This is an optimization exercise on Yosys and OpenROAD, whose aim is a short achievable clock period and few clock cycles per item, not a production implementation.
Power is estimated from default activity; no workload was simulated.

lane 1:
==> flow/design.v <==
`timescale 1ns / 1ps
module cache_source(
clk,
rst,
PRead_request,
PWrite_request,
PRead_ready,
PWrite_done,
PWrite_data,
PRead_data,
PAddress,
MRead_request,
MWrite_request,
MRead_ready,
MWrite_done,
MWrite_data,
MRead_data,
MAddress
);
input clk;
input rst;
input PRead_request;
input PWrite_request;
input [7:0] PWrite_data;
input [7:0] PAddress;
output [7:0] PRead_data;
output PRead_ready;
output PWrite_done;
input MRead_ready;
input MWrite_done;
input [31:0] MRead_data;
output [7:0] MAddress;
output MRead_request;
output MWrite_request;
output [7:0] MWrite_data;
reg [31:0] blocks[7:0];
reg [2:0] tags[7:0];
reg [7:0] valid;
reg mrq, mwq, prr, pwd;
reg [7:0] prd, maddr, mwdata;
reg [7:0] line_q;    
reg [31:0] wbyte_q;  
reg [1:0] byte_q;
wire [2:0] p_tag = PAddress[7:5];
wire [2:0] p_block_select = PAddress[4:2];
wire [1:0] p_byte_in_block = PAddress[1:0];
wire idle = ~(mrq | mwq | prr | pwd);
wire cache_hit = valid[p_block_select] & (tags[p_block_select] == p_tag);
always @(posedge clk) begin
    if (rst) begin
        valid <= 8'h00;
        mrq <= 1'b0;
        mwq <= 1'b0;
        prr <= 1'b0;
        pwd <= 1'b0;
    end else begin
        if (mrq & MRead_ready)
            valid <= valid | line_q;
        mrq <= mrq ? ~MRead_ready : idle & PRead_request & ~cache_hit;
        mwq <= mwq ? ~MWrite_done : idle & PWrite_request;
        prr <= (mrq & MRead_ready) | (idle & PRead_request & cache_hit);
        pwd <= mwq & MWrite_done;
    end
    line_q <= 8'd1 << p_block_select;
    wbyte_q <= {32{PWrite_request & cache_hit}} & (32'd1 << PAddress[4:0]);
    byte_q <= p_byte_in_block;
    maddr <= {PAddress[7:2], PAddress[1:0] & {2{PWrite_request}}};
    mwdata <= PWrite_data;
end
genvar i, b;
generate for (i = 0; i < 8; i = i + 1) begin : ln
    always @(posedge clk)
        if (mrq & MRead_ready & line_q[i])
            tags[i] <= maddr[7:5];
    for (b = 0; b < 4; b = b + 1) begin : by
        always @(posedge clk)
            if (mrq & MRead_ready & line_q[i])
                blocks[i][8*b+7:8*b] <= MRead_data[8*b+7:8*b];
            else if (mwq & MWrite_done & wbyte_q[4*i+b])
                blocks[i][8*b+7:8*b] <= mwdata;
    end
end endgenerate
wire [7:0] mbyte = MRead_data[8*byte_q +: 8];
wire [31:0] cline = blocks[p_block_select];
wire [7:0] cbyte = cline[8*p_byte_in_block +: 8];
always @(posedge clk)
    prd <= mrq ? mbyte : cbyte;
assign PRead_ready = prr;
assign PWrite_done = pwd;
assign MRead_request = mrq;
assign MWrite_request = mwq;
assign MWrite_data = mwdata;
assign MAddress = maddr;
assign PRead_data = prd;
endmodule
Settings: LEC_CHECK=0, ABC_CLOCK_PERIOD_IN_PS=1000, CAP_MARGIN=20, CORE_MARGIN=2, CORE_UTILIZATION=40, SETUP_SLACK_MARGIN=3, SLEW_MARGIN=20, TNS_END_PERCENT=100; clock period 5.0 ns.
run.sh (not shown) runs the stock make flow with config.mk's settings and CLKGATE_MAP_FILE= SYNTH_SCRIPT=/design/flow/synth_recipe.tcl, a recipe that flattens the netlist after the stock synthesis.
For lane 2, these inputs were changed with respect to lane 1:
==> flow/design.v, changed modules only <==
module cache_source(
clk,
rst,
PRead_request,
PWrite_request,
PRead_ready,
PWrite_done,
PWrite_data,
PRead_data,
PAddress,
MRead_request,
MWrite_request,
MRead_ready,
MWrite_done,
MWrite_data,
MRead_data,
MAddress
);
input clk;
input rst;
input PRead_request;
input PWrite_request;
input [7:0] PWrite_data;
input [7:0] PAddress;
output [7:0] PRead_data;
output PRead_ready;
output PWrite_done;
input MRead_ready;
input MWrite_done;
input [31:0] MRead_data;
output [7:0] MAddress;
output MRead_request;
output MWrite_request;
output [7:0] MWrite_data;
reg [31:0] blocks[7:0];
reg [2:0] tags[7:0];
reg [7:0] valid;
reg mrq, mwq, prr, pwd;
reg [7:0] prd, maddr, mwdata;
reg wr_hit;
wire [2:0] p_tag = PAddress[7:5];
wire [2:0] p_block_select = PAddress[4:2];
wire [1:0] p_byte_in_block = PAddress[1:0];
wire cache_hit = valid[p_block_select] & (tags[p_block_select] == p_tag);
wire idle = ~(mrq | mwq | prr | pwd);
wire fill = mrq & MRead_ready;
wire wdone = mwq & MWrite_done;
always @(posedge clk) begin
    if (rst) begin
        valid <= 8'h00;
        mrq <= 1'b0;
        mwq <= 1'b0;
        prr <= 1'b0;
        pwd <= 1'b0;
    end else begin
        if (fill)
            valid[p_block_select] <= 1'b1;
        mrq <= mrq ? ~MRead_ready : idle & PRead_request & ~cache_hit;
        mwq <= mwq ? ~MWrite_done : idle & PWrite_request;
        prr <= fill | (idle & PRead_request & cache_hit);
        pwd <= wdone;
    end
    wr_hit <= PWrite_request & cache_hit;
    maddr <= {PAddress[7:2], PAddress[1:0] & {2{PWrite_request}}};
    mwdata <= PWrite_data;
end
always @(posedge clk) begin
    if (fill) begin
        blocks[p_block_select] <= MRead_data;
        tags[p_block_select] <= p_tag;
    end else if (wdone & wr_hit) begin
        case (p_byte_in_block)
        2'd0: blocks[p_block_select][7:0]   <= PWrite_data;
        2'd1: blocks[p_block_select][15:8]  <= PWrite_data;
        2'd2: blocks[p_block_select][23:16] <= PWrite_data;
        2'd3: blocks[p_block_select][31:24] <= PWrite_data;
        endcase
    end
end
wire [31:0] line = mrq ? MRead_data : blocks[p_block_select];
always @(posedge clk)
    prd <= (p_byte_in_block == 2'd0) ? line[7:0]:
           (p_byte_in_block == 2'd1) ? line[15:8]:
           (p_byte_in_block == 2'd2) ? line[23:16]:
                                       line[31:24];
assign PRead_ready = prr;
assign PWrite_done = pwd;
assign MRead_request = mrq;
assign MWrite_request = mwq;
assign MWrite_data = mwdata;
assign MAddress = maddr;
assign PRead_data = prd;
endmodule
## What came out
Lane 2 reports a higher clock group share of total power than lane 1 does. Compared to lane 1, lane 2 was floorplanned on a smaller die. When the final numbers for lane 1 and lane 2 were put side by side, the wire length reported by the detailed router turned out to be smaller in lane 2. Sort lane 1 and lane 2 by number of buffers added by the clock tree synthesis step, descending, and lane 1 comes first. Compared with lane 1, in lane 2 setup slack of the critical path after layout fell 0.16 ns; overall power consumption fell 0.74 mW.
Function was not checked in any run of this note: the RTL went through the layout flow alone.

## port drivers added, routing unchanged
Ports are ideal in the flow. The routed layouts listed here were re-timed in OpenROAD.
Step 1 (the two cells are an assumption about what drives the block):
set clk [get_ports {clk}]
set_driving_cell -lib_cell sky130_fd_sc_hd__clkbuf_16 $clk
set_driving_cell -lib_cell sky130_fd_sc_hd__buf_2 [delete_from_list [all_inputs] $clk]
Step 2 adds t to the input delays and takes it off the output delays; t is the mean of the earliest and latest rising clock arrival at the registers after step 1. Input paths then give back, and output paths get back, about the clock's delay inside the block.
a / b / c = ideal ports / drivers / drivers and shift; a / b = the first two.
run	shift t [ns]	setup WS [ns]	hold slack, ns
lane 1	0.599	2.836 / 2.491 / 1.892	0.463 / 0.463 / 0.463
lane 2	0.561	2.674 / 2.524 / 1.963	0.464 / 0.464 / 0.464
After both steps every run listed still meets setup and hold. For lane 1, which loses most, drivers alone change the setup slack by -0.345 ns; drivers and shift together by -0.944 ns.
